Context: an optimization exercise on an open-source flow, tuned for small area and a short achievable clock period. The choices shown serve that exercise and are no tape-out recipe. Only simulation tests tie the RTL to the original design; equivalence was not proved. In every run shown here, the design's own scripts or RTL, not TritonCTS, make the clock network. The clock port is modelled as an ideal driver, which makes a skipped or thinned clock tree look cheaper than it is; a real chip needs a root buffer or a tree. Power and IR drop assume default switching activity.

## flow/design.v

```verilog
`timescale 1ns/1ps
module lifo #(parameter N = 32,
              parameter depth = 3)
             (input wire clk,
              input wire reset,
              input wire wr_en,
              input wire rd_en,
              input [N-1:0] din,
              output reg [N-1:0] dout,
              output reg full,
              output wire empty);
    localparam DEPTH = 2**depth;
    reg              ne;               
    reg [DEPTH:1]    at_r;             
    reg              ne_o;             
    reg [N-1:0]      mem [0:DEPTH-1];
    wire [DEPTH+1:0] at = {1'b0, at_r, ~ne};    
    assign empty = ~ne_o;
    wire [DEPTH-1:0] we;
    genvar i;
    generate
        for (i = 0; i < DEPTH; i = i + 1) begin : g_we
            if (i == 0)
                assign we[i] = wr_en & (rd_en ? (at[0] | at[1]) : at[0]);
            else if (i == DEPTH-1)
                assign we[i] = wr_en & ~rd_en & at[i];
            else
                assign we[i] = wr_en & (rd_en ? at[i+1] : at[i]);
        end
    endgenerate
    generate
        for (i = 0; i < DEPTH; i = i + 1) begin : g_mem
            always @(posedge clk)
                if (we[i]) mem[i] <= din;
        end
    endgenerate
    wire [DEPTH-1:0] sel;
    generate
        for (i = 0; i < DEPTH; i = i + 1) begin : g_sel
            assign sel[i] = rd_en & at[i+1];
        end
    endgenerate
    wire hold = ~rd_en | ~ne;
    reg [N-1:0] dout_n;
    integer j;
    always @* begin
        dout_n = {N{hold}} & dout;
        for (j = 0; j < DEPTH; j = j + 1)
            dout_n = dout_n | ({N{sel[j]}} & mem[j]);
    end
    reg [DEPTH:1] at_n;
    reg           ne_n;
    integer k;
    always @* begin
        case ({wr_en, rd_en})
            2'b10: begin                           
                ne_n = 1'b1;
                for (k = 1; k < DEPTH; k = k + 1) at_n[k] = at[k-1];
                at_n[DEPTH] = at[DEPTH-1] | at[DEPTH];
            end
            2'b01: begin                           
                ne_n = ne & ~at[1];
                for (k = 1; k <= DEPTH; k = k + 1) at_n[k] = at[k+1];
            end
            2'b11: begin                           
                ne_n = 1'b1;                       
                for (k = 1; k <= DEPTH; k = k + 1) at_n[k] = at[k];
                at_n[1] = at[0] | at[1];
                at_n[DEPTH-1] = at[DEPTH-1] | at[DEPTH];
                at_n[DEPTH] = 1'b0;
            end
            default: begin
                ne_n = ne;
                at_n = at_r;
            end
        endcase
    end
    always @(posedge clk or posedge reset)
    begin
        if (reset) begin
            dout <= {N{1'b0}};
            ne   <= 1'b0;
            at_r <= {DEPTH{1'b0}};
            full <= 1'b0;
            ne_o <= 1'b0;
        end else begin
            dout <= dout_n;
            ne   <= ne_n;
            at_r <= at_n;
            full <= ~rd_en & (at[DEPTH] | (wr_en & at[DEPTH-1]));
            ne_o <= wr_en | (ne & ~(rd_en & at[1]));
        end
    end
endmodule
```

## flow/flow/run.sh

```bash
#!/bin/bash
# The standard layout (the standard.sh), with the clock tree built by
# flow/mycts.tcl in place of TritonCTS: the clock port drives MYCTS_R buffers,
# which drive MYCTS_K leaf buffers, each driving a group of nearby flip-flops.
set -euo pipefail
here=$(pwd)
bash standard.sh PRE_CTS_TCL="$here/flow/mycts.tcl" MYCTS_K=12 MYCTS_R=4 finish > "$here/standard.log" 2>&1
```

## flow/flow/mycts.tcl

```tcl
set K  [expr {[info exists ::env(MYCTS_K)] ? $::env(MYCTS_K) : 12}]
set R  [expr {[info exists ::env(MYCTS_R)] ? $::env(MYCTS_R) : 4}]
set leafcell [expr {[info exists ::env(MYCTS_CELL)] ? $::env(MYCTS_CELL) : "sky130_fd_sc_hd__clkbuf_16"}]
set rootcell [expr {[info exists ::env(MYCTS_ROOTCELL)] ? $::env(MYCTS_ROOTCELL) : "sky130_fd_sc_hd__clkbuf_16"}]

set block [ord::get_db_block]
set db [ord::get_db]
set clk_src [get_name [lindex [get_property [lindex [all_clocks] 0] sources] 0]]
set clk_net [[$block findBTerm $clk_src] getNet]

# balanced k-means: points {x y}, k groups of at most ceil(n/k); returns
# {assignment centres}
proc bkmeans {pts k bbox} {
  set n [llength $pts]
  set cap [expr {int(ceil(double($n) / $k))}]
  lassign $bbox x0 y0 x1 y1
  set cols [expr {int(ceil(sqrt($k)))}]
  set rows [expr {int(ceil(double($k) / $cols))}]
  set cs {}
  for {set j 0} {$j < $k} {incr j} {
    set c [expr {$j % $cols}]; set r [expr {$j / $cols}]
    lappend cs [list [expr {$x0 + ($x1 - $x0) * ($c + 0.5) / $cols}] [expr {$y0 + ($y1 - $y0) * ($r + 0.5) / $rows}]]
  }
  for {set iter 0} {$iter < 40} {incr iter} {
    set pairs {}
    for {set i 0} {$i < $n} {incr i} {
      lassign [lindex $pts $i] px py
      for {set j 0} {$j < $k} {incr j} {
        lassign [lindex $cs $j] cx cy
        lappend pairs [list [expr {abs($px - $cx) + abs($py - $cy)}] $i $j]
      }
    }
    set asg [lrepeat $n -1]
    set fill [lrepeat $k 0]
    foreach p [lsort -real -index 0 $pairs] {
      lassign $p d i j
      if {[lindex $asg $i] >= 0 || [lindex $fill $j] >= $cap} continue
      lset asg $i $j
      lset fill $j [expr {[lindex $fill $j] + 1}]
    }
    set sx [lrepeat $k 0.0]; set sy [lrepeat $k 0.0]
    for {set i 0} {$i < $n} {incr i} {
      set j [lindex $asg $i]
      lassign [lindex $pts $i] px py
      lset sx $j [expr {[lindex $sx $j] + $px}]
      lset sy $j [expr {[lindex $sy $j] + $py}]
    }
    for {set j 0} {$j < $k} {incr j} {
      if {[lindex $fill $j] > 0} {
        lset cs $j [list [expr {[lindex $sx $j] / [lindex $fill $j]}] [expr {[lindex $sy $j] / [lindex $fill $j]}]]
      }
    }
  }
  return [list $asg $cs $fill]
}

proc add_buf {block master name x y in_net} {
  set inst [odb::dbInst_create $block $master $name]
  $inst setLocation [expr {int($x)}] [expr {int($y)}]
  $inst setPlacementStatus PLACED
  set net [odb::dbNet_create $block "${name}_net"]
  $net setSigType CLOCK
  [$inst findITerm A] connect $in_net
  [$inst findITerm X] connect $net
  return $net
}

set sinks {}
set pts {}
foreach it [$clk_net getITerms] {
  if {![$it isInputSignal]} continue
  lappend sinks $it
  set box [[$it getInst] getBBox]
  lappend pts [list [expr {([$box xMin] + [$box xMax]) / 2.0}] [expr {([$box yMin] + [$box yMax]) / 2.0}]]
}
set core [$block getCoreArea]
set bbox [list [$core xMin] [$core yMin] [$core xMax] [$core yMax]]
lassign [bkmeans $pts $K $bbox] asg leafc fill
puts "mycts: [llength $sinks] sinks on [$clk_net getName]; leaf groups $fill"
lassign [bkmeans $leafc $R $bbox] rasg rootc rfill
puts "mycts: root groups $rfill"

set lm [$db findMaster $leafcell]
set rm [$db findMaster $rootcell]
for {set r 0} {$r < $R} {incr r} {
  lassign [lindex $rootc $r] x y
  set rnet($r) [add_buf $block $rm "clkbuf_root_$r" $x $y $clk_net]
}
for {set j 0} {$j < $K} {incr j} {
  lassign [lindex $leafc $j] x y
  set lnet($j) [add_buf $block $lm "clkbuf_leaf_$j" $x $y $rnet([lindex $rasg $j])]
}
for {set i 0} {$i < [llength $sinks]} {incr i} {
  set it [lindex $sinks $i]
  $it disconnect
  $it connect $lnet([lindex $asg $i])
}
$clk_net setSigType CLOCK
global_connect
set_propagated_clock [all_clocks]

# TritonCTS is not run
rename clock_tree_synthesis orig_clock_tree_synthesis
proc clock_tree_synthesis {args} { puts "mycts: clock_tree_synthesis skipped" }
```

## flow/standard.sh

```bash
#!/bin/bash
# synth_recipe.tcl (not shown) runs the flow's synth.tcl, then flattens the netlist and writes it again
# the make line also repeats each setting of config.mk as NAME=value (left out here)
make -C /OpenROAD-flow-scripts/flow DESIGN_CONFIG=/design/flow/config.mk WORK_HOME=/design/flow/orfs CLKGATE_MAP_FILE= SYNTH_SCRIPT=/design/flow/synth_recipe.tcl "${@:-finish}"
```

## flow/config.mk

```make
export PLATFORM = sky130hd
export DESIGN_NAME = lifo
export DESIGN_NICKNAME = lifo
export VERILOG_FILES = /design/flow/design.v
export SDC_FILE = /design/flow/constraint.sdc
export NUM_CORES = 4
export LEC_CHECK = 0
export CAP_MARGIN = 20
export CORE_MARGIN = 2
export CORE_UTILIZATION = 60
export SETUP_SLACK_MARGIN = 2.2
export SLEW_MARGIN = 20
```

## flow/constraint.sdc

```tcl
create_clock -name core_clock -period 3.8 [get_ports {clk}]
set_input_delay 0.7600 -clock core_clock [delete_from_list [all_inputs] [get_ports {clk}]]
set_output_delay 0.7600 -clock core_clock [all_outputs]
set_load 0.01 [all_outputs]
```

==> impl_table.tex, run 1 <==
\begin{tabular}{lr}
\hline
Metric & Value \\
\hline
\multicolumn{2}{l}{\textbf{Logic synthesis}} \\
\quad Proportion of synthesized flip-flops having asynchronous set or reset & 14.4\% \\
\quad Net count of the mapped netlist & 633 \\
\quad Yosys reg bits & 299 \\
\quad Yosys warning total & 2 \\
\quad Summed instance area of the synthesized netlist & 10800 um2 \\
\quad Area leader, netlist & sky130\_fd\_sc\_hd\_\_edfxtp\_1 \\
\quad Share of the yosys chip area belonging to registers & 81.2\% \\
\quad Gate count after technology mapping & 593 \\
\quad Number of synthesized flops with an enable pin & 256 \\
\quad Synth cell types & 32 \\
\quad Mean instance size in the synthesized netlist & 18.2 um2 \\
\quad Top post-synthesis cells by area & sky130\_fd\_sc\_hd\_\_edfxtp\_1, sky130\_fd\_sc\_hd\_\_dfrtp\_1, sky130\_fd\_sc\_hd\_\_a22oi\_1, sky130\_fd\_sc\_hd\_\_a222oi\_1, sky130\_fd\_sc\_hd\_\_buf\_2 \\
\quad Dominant synthesized flop cell & sky130\_fd\_sc\_hd\_\_edfxtp\_1 \\
\quad Top-area cell type share of the netlist area & 71.2\% \\
\multicolumn{2}{l}{\textbf{GRT}} \\
\quad Global-route track usage on met3 & 2.84\% \\
\quad Antenna violations before repair & 0 \\
\quad Global routing met2 resource utilization & 46.2\% \\
\quad Wire length of the first global-routing pass & 39100 um \\
\quad Layer carrying the most global-route usage & met2 \\
\quad Vias in the first global route & 6433 \\
\quad Maximum number of pins on one net before global-route repair & 37 \\
\quad Routing usage on met1 & 38.5\% \\
\quad Aggregate global-route resource usage & 27.0\% \\
\quad Congestion Overflow GR & 0 \\
\multicolumn{2}{l}{\textbf{Critical path}} \\
\quad Required arrival time at the worst endpoint & 3.82 ns \\
\quad Worst setup path startpoint & rd\_en \\
\quad Worst flop-to-flop path startpoint & at\_r[5]\$\_DFFE\_PP0P\_ \\
\quad Crit Path Category & primary input to register \\
\quad Cell chain of the critical path & buf\_12, buf\_12, clkinvlp\_4, buf\_6, ha\_4, and2\_4, buf\_12 \\
\quad Kind of start point of the critical path & primary input \\
\quad Worst setup EP type & register \\
\quad Worst reg2reg endpoint & mem[4][16]\$\_DFFE\_PP\_ \\
\quad Logic depth of the worst register-to-register path & 5 \\
\quad Slowest CP cell & sky130\_fd\_sc\_hd\_\_and2\_4 \\
\quad Crit path largest cell delay & 0.19 ns \\
\quad CP most frequent cell & sky130\_fd\_sc\_hd\_\_buf\_12 \\
\quad Maximum fanout encountered on the critical timing path & 10 \\
\quad Critical Path AT & 1.77 ns \\
\quad R2r setup slk & 2.17 ns \\
\multicolumn{2}{l}{\textbf{Floorplan}} \\
\quad Starting density of the core & 60.7\% \\
\quad Width of the die & 138 um \\
\quad Area of the core & 17800 um2 \\
\quad Number of top-level pins & 70 \\
\quad FP Rows & 49 \\
\quad Total die area & 19100 um2 \\
\quad Die Y-Extent & 138 um \\
\multicolumn{2}{l}{\textbf{Routing}} \\
\quad Sum of routed wire length over all layers & 27500 um \\
\quad Mean number of vias per cell & 6.59 \\
\quad Average detailed-routed wire length per instance & 28.5 um \\
\quad Vias & 6348 \\
\quad Drt first pass iters & 7 \\
\quad DRC violation count after routing & 0 \\
\quad DRT iter0 DRCs & 651 \\
\quad ANT nets after route & 0 \\
\multicolumn{2}{l}{\textbf{CTS}} \\
\quad Clock latency of the later-clocked register in the worst-skew pair & 0.31 ns \\
\quad Post-CTS Hold Fix Bufs & 0 \\
\quad Clock-pin slew on the worst setup and hold paths & 0.11 ns \\
\multicolumn{2}{l}{\textbf{Placed design}} \\
\quad Final weighted congestion in routability-driven placement & 0.741 \\
\quad Port bufs & 69 \\
\quad Total half-perimeter wirelength after legalization and detailed placement & 13200 um \\
\multicolumn{2}{l}{\textbf{Timing}} \\
\quad Worst-case clock skew & 0.0229 ns \\
\quad Max-slew violation total from the final report & 0 \\
\quad Crit share post-route & 46.1\% \\
\quad Fin crit period & 1.75 ns \\
\quad Setup tns final & 0 ns \\
\quad RSZ-0062 raised after global routing & true \\
\quad Final hold violations & 0 \\
\quad Max-Slew Margin vs Limit & 43.3\% \\
\quad Slew at the pin with the worst max-slew slack & 0.846 ns \\
\quad Worst hold slack after final layout & 0.488 ns \\
\quad Number of endpoints failing setup at the final stage & 0 \\
\quad FMAX & 571 MHz \\
\multicolumn{2}{l}{\textbf{Power}} \\
\quad Leakage power & 4.70 nW \\
\quad Power Density & 590 nW/um2 \\
\quad Worst vdd rail ir drop & 0.425 mV \\
\multicolumn{2}{l}{\textbf{Layout}} \\
\quad Share of final-layout standard cells stronger than drive strength 1 & 25.2\% \\
\quad Fill cell total of the finished layout & 1041 \\
\quad Storage element area & 8790 um2 \\
\quad Layout Utilization & 75.0\% \\
\quad Diodes inserted & 0 \\
\quad Synth-to-layout area growth & 23.6\% \\
\quad Count of nets after finishing & 777 \\
\quad Area used by multi-input combinational logic & 1980 um2 \\
\multicolumn{2}{l}{\textbf{Worst hold path}} \\
\quad Path category of the worst min-delay check & register to register \\
\quad Worst Hold Launch & mem[4][20]\$\_DFFE\_PP\_ \\
\quad Worst-case hold path end point & dout[20]\$\_DFF\_PP0\_ \\
\quad Number of cells on the worst hold path & 2 \\
\multicolumn{2}{l}{\textbf{Status}} \\
\quad Run status & no timing/DRC/antenna violations \\
\multicolumn{2}{l}{\textbf{Job}} \\
\quad Max\_cap viols & 0 \\
\hline
\end{tabular}
## metrics by stage
step           power, mW  worst slack (ns)  instance area, um2  cells
2_1_floorplan       5.12              1.60               10900    593
3_3_place_gp        5.73             0.896               11800    867
3_5_place_dp        5.77             0.847               11800    867
4_1_cts             7.62              1.97               12900    934
5_1_grt             8.12              2.05               13300    964
6_report            7.87              2.05               13300    964
## layout by cell type (no fill, tap or decap), types with 2 or more instances in the layout
cell type	Yosys	layout
sky130_fd_sc_hd__a21oi_1	11	6
sky130_fd_sc_hd__a21oi_2	0	3
sky130_fd_sc_hd__a21oi_4	0	2
sky130_fd_sc_hd__a221o_1	7	7
sky130_fd_sc_hd__a222oi_1	14	14
sky130_fd_sc_hd__a22o_1	11	11
sky130_fd_sc_hd__a22oi_1	107	107
sky130_fd_sc_hd__a32o_1	7	7
sky130_fd_sc_hd__and2_4	2	4
sky130_fd_sc_hd__and3_1	14	14
sky130_fd_sc_hd__buf_12	0	24
sky130_fd_sc_hd__buf_16	0	6
sky130_fd_sc_hd__buf_2	23	30
sky130_fd_sc_hd__buf_4	1	47
sky130_fd_sc_hd__buf_6	4	12
sky130_fd_sc_hd__buf_8	0	6
sky130_fd_sc_hd__clkbuf_16	0	20
sky130_fd_sc_hd__clkdlybuf4s50_1	0	33
sky130_fd_sc_hd__clkinvlp_4	0	3
sky130_fd_sc_hd__dfrtp_1	43	37
sky130_fd_sc_hd__dfrtp_4	0	6
sky130_fd_sc_hd__edfxtp_1	256	256
sky130_fd_sc_hd__ha_4	0	3
sky130_fd_sc_hd__inv_1	5	2
sky130_fd_sc_hd__mux2i_1	9	8
sky130_fd_sc_hd__nand3_1	7	7
sky130_fd_sc_hd__nand4_1	11	11
sky130_fd_sc_hd__nor2_1	17	8
sky130_fd_sc_hd__nor2_4	0	9
sky130_fd_sc_hd__o21ai_1	14	17
## critical path, delay by kind of cell
kind	cells	cell delay [ns]
fa+ha+maj	1	0.15
buf+inv	5	0.65
simple gates	1	0.19
## synth_stat cells (2+ instances only)
cell / instances
sky130_fd_sc_hd__edfxtp_1: 256
sky130_fd_sc_hd__nand4_1: 11
sky130_fd_sc_hd__a22oi_1: 107
sky130_fd_sc_hd__dfrtp_1: 43
sky130_fd_sc_hd__buf_6: 4
sky130_fd_sc_hd__mux2i_1: 9
sky130_fd_sc_hd__clkbuf_1: 6
sky130_fd_sc_hd__a21oi_1: 11
sky130_fd_sc_hd__inv_1: 5
sky130_fd_sc_hd__nand3_1: 7
sky130_fd_sc_hd__and2_4: 2
sky130_fd_sc_hd__o21ai_1: 14
sky130_fd_sc_hd__a32o_1: 7
sky130_fd_sc_hd__a22o_1: 11
sky130_fd_sc_hd__o21ai_0: 4
sky130_fd_sc_hd__buf_1: 7
sky130_fd_sc_hd__buf_2: 23
sky130_fd_sc_hd__and3_1: 14
sky130_fd_sc_hd__nor2_1: 17
sky130_fd_sc_hd__ha_1: 4
sky130_fd_sc_hd__a222oi_1: 14
sky130_fd_sc_hd__a221o_1: 7
## repair_timing
item	in CTS	in global routing
setup endpoints to repair	375	271
pin swaps	9	16
buffers inserted	42	24
gates resized for setup	203	34
gates cloned	9	6
## cell type report
class                           instances  area share [%]
Buffer                                 16            3.00
Multi-Input combinational cell        249            14.8
Timing Repair Buffer                  163            13.8
Sequential cell                       299            65.9
Timing Repair inverter                  2          0.0938
Inverter                                6           0.319
Tap cell                              229            2.15
## registers in the layout, summed over array words and instances, names as in the netlist
register	flops
full	1
ne	1
at_r	8
ne_o	1
mem	256
dout	32
## layer usage
metal | wire length (um) | vias up
li1 | - | 2725
met1 | 10800 | 3231
met3 | 2360 | 67
met4 | 824 | 0
met5 | 0 | -
met2 | 13500 | 325
## where the power goes
part,switching [mW],internal (mW)
clock network,0.874,0.760
logic,1.09,0.837
registers,0.228,4.08
## worst max-delay path by stage
stage                           endpoint  slack, ns  depth (start not counted)
detailed placement    dout[29]$_DFF_PP0_       0.85                          6
floorplan            mem[4][0]$_DFFE_PP_       1.60                          6
CTS                  mem[4][1]$_DFFE_PP_       1.97                          4
global route         mem[7][4]$_DFFE_PP_       2.05                          7
finish              mem[7][18]$_DFFE_PP_       2.05                          7
global placement    mem[0][11]$_DFFE_PP_       0.90                          5
## cells by family (layout without fill, tap and decap cells)
kind of cell / after synthesis / after routing / synth area share [%]
fa+ha+maj: 4 / 4 / 0.464
flops: 299 / 299 / 81.2
mux: 9 / 9 / 0.835
compound gates: 178 / 178 / 12.5
simple gates: 56 / 58 / 2.79
buf+inv: 47 / 187 / 2.21
==> run 2, diff against run 1 <==
==> flow/flow/run.sh (replaced) <==
#!/bin/bash
# The standard layout (the standard.sh), with the clock tree built by
# flow/mycts.tcl in place of TritonCTS: the clock port drives MYCTS_R buffers,
# which drive MYCTS_K leaf buffers, each driving a group of nearby flip-flops.
# The port buffers start as the smallest buffer; repair sizes them up as needed.
set -euo pipefail
here=$(pwd)
bash standard.sh PRE_CTS_TCL="$here/flow/mycts.tcl" MYCTS_K=12 MYCTS_R=4 BUFFER_PORTS_ARGS="-buffer_cell sky130_fd_sc_hd__buf_1" finish > "$here/standard.log" 2>&1
==> run 2 against run 1 <==
Design area down 2.8%. Hold slack improved by 0.0068 ns. Routed wire length fell by 5.5%. Sequential cell count stayed put. Register-to-register slack is essentially flat. Area after synthesis stayed put. Sequential power is essentially flat. Clock skew is 0.0051 ns higher. Critical path type unchanged. Critical endpoint is now mem[5][22]$_DFFE_PP_. Largest power group unchanged.
==> impl_table.tex, run 2 <==
\begin{tabular}{lr}
\hline
Metric & Value \\
\hline
\multicolumn{2}{l}{\textbf{Status}} \\
\quad Run status & no timing/DRC/antenna violations (unchanged) \\
\multicolumn{2}{l}{\textbf{Logic synthesis}} \\
\quad Yosys warning total & 2 (unchanged) \\
\quad Top post-synthesis cells by area & sky130\_fd\_sc\_hd\_\_edfxtp\_1, sky130\_fd\_sc\_hd\_\_dfrtp\_1, sky130\_fd\_sc\_hd\_\_a22oi\_1, sky130\_fd\_sc\_hd\_\_a222oi\_1, sky130\_fd\_sc\_hd\_\_buf\_2 (unchanged) \\
\quad Area leader, netlist & sky130\_fd\_sc\_hd\_\_edfxtp\_1 (unchanged) \\
\quad Summed instance area of the synthesized netlist & 10800 um2 (unchanged) \\
\quad Net count of the mapped netlist & 633 (unchanged) \\
\quad Mean instance size in the synthesized netlist & 18.2 um2 (unchanged) \\
\quad Leading cell types by count after synthesis & sky130\_fd\_sc\_hd\_\_edfxtp\_1, sky130\_fd\_sc\_hd\_\_a22oi\_1, sky130\_fd\_sc\_hd\_\_dfrtp\_1 (unchanged) \\
\quad Synth cell types & 32 (unchanged) \\
\quad Share of the yosys chip area belonging to registers & 81.2\% (unchanged) \\
\quad Proportion of synthesized flip-flops having asynchronous set or reset & 14.4\% (unchanged) \\
\quad Most frequently used cell type in the post-synthesis netlist & sky130\_fd\_sc\_hd\_\_edfxtp\_1 (unchanged) \\
\quad Dominant synthesized flop cell & sky130\_fd\_sc\_hd\_\_edfxtp\_1 (unchanged) \\
\quad Yosys reg bits & 299 (unchanged) \\
\quad Gate count after technology mapping & 593 (unchanged) \\
\quad Top-area cell type share of the netlist area & 71.2\% (unchanged) \\
\quad Number of synthesized flops with an enable pin & 256 (unchanged) \\
\multicolumn{2}{l}{\textbf{Timing}} \\
\quad Crit share post-route & 45.8\% (was 46.1\%) \\
\quad Max-Slew Margin vs Limit & 48.8\% (was 43.3\%) \\
\quad Final hold violations & 0 (unchanged) \\
\quad Fin crit period & 1.74 ns (was 1.75 ns) \\
\quad Slew at the pin with the worst max-slew slack & 0.767 ns (was 0.846 ns) \\
\quad Number of endpoints failing setup at the final stage & 0 (unchanged) \\
\quad FMAX & 575 MHz (was 571 MHz) \\
\quad RSZ-0062 raised after global routing & true (unchanged) \\
\quad Worst-case clock skew & 0.0280 ns (was 0.0229 ns) \\
\quad Setup ws final & 2.06 ns (was 2.05 ns) \\
\quad Max-slew violation total from the final report & 0 (unchanged) \\
\quad Setup tns final & 0 ns (unchanged) \\
\multicolumn{2}{l}{\textbf{GRT}} \\
\quad Aggregate global-route resource usage & 25.9\% (was 27.0\%) \\
\quad Wire length of the first global-routing pass & 38000 um (was 39100 um) \\
\quad Maximum number of pins on one net before global-route repair & 31 (was 37) \\
\quad Congestion Overflow GR & 0 (unchanged) \\
\quad Vias in the first global route & 6190 (was 6433) \\
\quad Antenna violations before repair & 1 (was 0) \\
\multicolumn{2}{l}{\textbf{Placed design}} \\
\quad Total half-perimeter wirelength after legalization and detailed placement & 13900 um (was 13200 um) \\
\quad Number of cells after detailed placement & 871 (was 867) \\
\quad Post-placement setup slack & 0.952 ns (was 0.847 ns) \\
\quad Final weighted congestion in routability-driven placement & 0.764 (was 0.741) \\
\quad Port bufs & 69 (unchanged) \\
\multicolumn{2}{l}{\textbf{Layout}} \\
\quad Max FFs per register & 256 (unchanged) \\
\quad Area used by multi-input combinational logic & 1920 um2 (was 1980 um2) \\
\quad Share of final-layout standard cells stronger than drive strength 1 & 22.7\% (was 25.2\%) \\
\quad Count of nets after finishing & 777 (unchanged) \\
\quad Largest registers & mem x256, dout x32, at\_r x8 (unchanged) \\
\quad Storage element area & 8790 um2 (about the same) \\
\quad Leading cell types in the layout, fill and taps excluded & sky130\_fd\_sc\_hd\_\_edfxtp\_1, sky130\_fd\_sc\_hd\_\_a22oi\_1, sky130\_fd\_sc\_hd\_\_buf\_4 (unchanged) \\
\quad Diodes inserted & 0 (unchanged) \\
\quad Register with the most flip-flops & mem (unchanged) \\
\quad Fill cell total of the finished layout & 1098 (was 1041) \\
\quad Synth-to-layout area growth & 20.1\% (was 23.6\%) \\
\quad Leading cell type in the layout, fill and taps excluded & sky130\_fd\_sc\_hd\_\_edfxtp\_1 (unchanged) \\
\quad Final Instance Count excl. Fillers & 964 (unchanged) \\
\multicolumn{2}{l}{\textbf{Routing}} \\
\quad Vias & 6308 (was 6348) \\
\quad Sum of routed wire length over all layers & 26000 um (was 27500 um) \\
\quad DRC violation count after routing & 0 (unchanged) \\
\quad Drt first pass iters & 7 (unchanged) \\
\quad ANT nets after route & 0 (unchanged) \\
\quad DRT iter0 DRCs & 703 (was 651) \\
\quad Average detailed-routed wire length per instance & 26.9 um (was 28.5 um) \\
\quad Mean number of vias per cell & 6.54 (was 6.59) \\
\multicolumn{2}{l}{\textbf{Power}} \\
\quad Total power consumption of the routed design & 7.79 mW (was 7.87 mW) \\
\quad Worst vdd rail ir drop & 0.473 mV (was 0.425 mV) \\
\quad Power Density & 601 nW/um2 (was 590 nW/um2) \\
\quad Leakage power & 4.55 nW (was 4.70 nW) \\
\multicolumn{2}{l}{\textbf{Critical path}} \\
\quad Critical Path AT & 1.77 ns (about the same) \\
\quad Slowest CP cell & sky130\_fd\_sc\_hd\_\_and2\_4 (unchanged) \\
\quad Crit Path Category & primary input to register (unchanged) \\
\quad Worst setup EP type & register (unchanged) \\
\quad Maximum fanout encountered on the critical timing path & 8 (was 10) \\
\quad Required arrival time at the worst endpoint & 3.83 ns (was 3.82 ns) \\
\quad Kind of start point of the critical path & primary input (unchanged) \\
\quad Crit path largest cell delay & 0.21 ns (was 0.19 ns) \\
\quad Cell chain of the critical path & clkbuf\_16, buf\_12, and2\_4, a21oi\_2, nor2\_4, buf\_12, clkbuf\_16 (was buf\_12, buf\_12, clkinvlp\_4, buf\_6, ha\_4, and2\_4, buf\_12) \\
\multicolumn{2}{l}{\textbf{CTS}} \\
\quad Clock latency of the later-clocked register in the worst-skew pair & 0.32 ns (was 0.31 ns) \\
\quad Clock-pin slew on the worst setup and hold paths & 0.09 ns (was 0.11 ns) \\
\quad Post-CTS Hold Fix Bufs & 0 (unchanged) \\
\multicolumn{2}{l}{\textbf{Floorplan}} \\
\quad Starting density of the core & 60.7\% (unchanged) \\
\quad Number of top-level pins & 70 (unchanged) \\
\quad FP Rows & 49 (unchanged) \\
\quad Total die area & 19100 um2 (unchanged) \\
\quad Die Y-Extent & 138 um (unchanged) \\
\quad Area of the core & 17800 um2 (unchanged) \\
\quad Width of the die & 138 um (unchanged) \\
\multicolumn{2}{l}{\textbf{Job}} \\
\quad Max\_cap viols & 0 (unchanged) \\
\multicolumn{2}{l}{\textbf{Worst hold path}} \\
\quad Path category of the worst min-delay check & register to register (unchanged) \\
\hline
\end{tabular}
## run 2: changes by cell type in the layout (fill, tap and decap cells not counted), moves of 4 or more
cell                              delta
sky130_fd_sc_hd__buf_1              +46
sky130_fd_sc_hd__buf_16              -4
sky130_fd_sc_hd__buf_2              -24
sky130_fd_sc_hd__clkbuf_2           +14
sky130_fd_sc_hd__clkdlybuf4s50_1    -33
## run 2: logic make-up after synthesis
family,share of synthesized area [%]
flops,81.2
compound gates,12.5
simple gates,2.79
buf+inv,2.21
mux,0.835
fa+ha+maj,0.464
## run 2: power breakdown
part / leakage, nW / switching [mW] / total, mW / internal, mW
Sequential: 2.86 / 0.192 / 4.27 / 4.08
Clock: 0.197 / 0.897 / 1.66 / 0.761
Combinational: 1.50 / 1.06 / 1.86 / 0.797
## run 2: path summary, 6_finish.rpt
kind / from / to / slack, ns / cells after the start
worst max-delay path: rd_en / mem[5][22]$_DFFE_PP_ / 2.06 / 7
worst min register to register: mem[4][27]$_DFFE_PP_ / dout[27]$_DFF_PP0_ / 0.50 / 2
max in group asynchronous: reset / at_r[5]$_DFFE_PP0P_ / 2.50 / 3
worst max register to register: at_r[6]$_DFFE_PP0P_ / mem[5][22]$_DFFE_PP_ / 2.16 / 5
min in group asynchronous: reset / dout[31]$_DFF_PP0_ / 0.57 / 2
worst min-delay path: mem[4][27]$_DFFE_PP_ / dout[27]$_DFF_PP0_ / 0.50 / 2
## run 2: per-stage QoR
stage                     hold WS [ns]  utilization [%]  cell area (um2)
after CTS                        0.492             70.1            12500
after detailed placement         0.472             64.2            11400
after global placement           0.465             64.2            11400
final                            0.495             72.9            13000
after global routing             0.526             72.9            13000
after floorplan                  0.458                -            10900
## run 2: repair_timing
item / in CTS / in global routing
gates resized for setup: 57 / 33
pin swaps: 10 / 5
buffers inserted: 36 / 29
gates cloned: 5 / 7
endpoints found under the setup margin: 309 / 205
## run 2: area by class of cell
cell class	instances	area share (%)
Buffer	16	3.09
Multi-Input combinational cell	249	14.8
Sequential cell	299	67.8
Timing Repair Buffer	165	11.8
Tap cell	229	2.21
Inverter	6	0.290
## run 2: critical path, delay by kind of cell
kind / cells / cell delay (ns)
buffers and inverters: 4 / 0.57
and+or+nand+nor: 2 / 0.35
AOI/OAI and AO/OA: 1 / 0.06
## run 2: metal layers
layer  wire length, um  track usage (%)  up-vias
met5                11                0        -
met2             12800             42.8      298
met4               552             5.16        2
met1             10700             38.6     3252
met3              1930             2.98       37
li1                  -                -     2719

[separate check: timing with driven ports]
How much do the figures lean on ideal ports? The routed layouts below were timed once more, with nothing changed but the port constraints.
Step 1, drivers: a clkbuf_16 drives clk and a buf_2 each remaining input, both assumed.
Step 2, shift: input delay + t, output delay - t, t = (earliest + latest rising clock arrival at the registers) / 2. This alone moves slack from input paths to output paths.
a / b / c = ideal / step 1 / step 2; a / b = the first two.
| run | shift t [ns] | setup WS [ns] | worst hold slack (ns) |
|---|---|---|---|
| run 1 | 0.395 | 2.048 / 2.025 / 1.688 | 0.488 / 0.488 / 0.488 |
| run 2 | 0.406 | 2.060 / 2.036 / 1.630 | 0.495 / 0.491 / 0.495 |
After both steps every run listed still meets setup and hold. For run 2, which loses most, drivers alone change the setup slack by -0.024 ns; drivers and shift together by -0.430 ns.
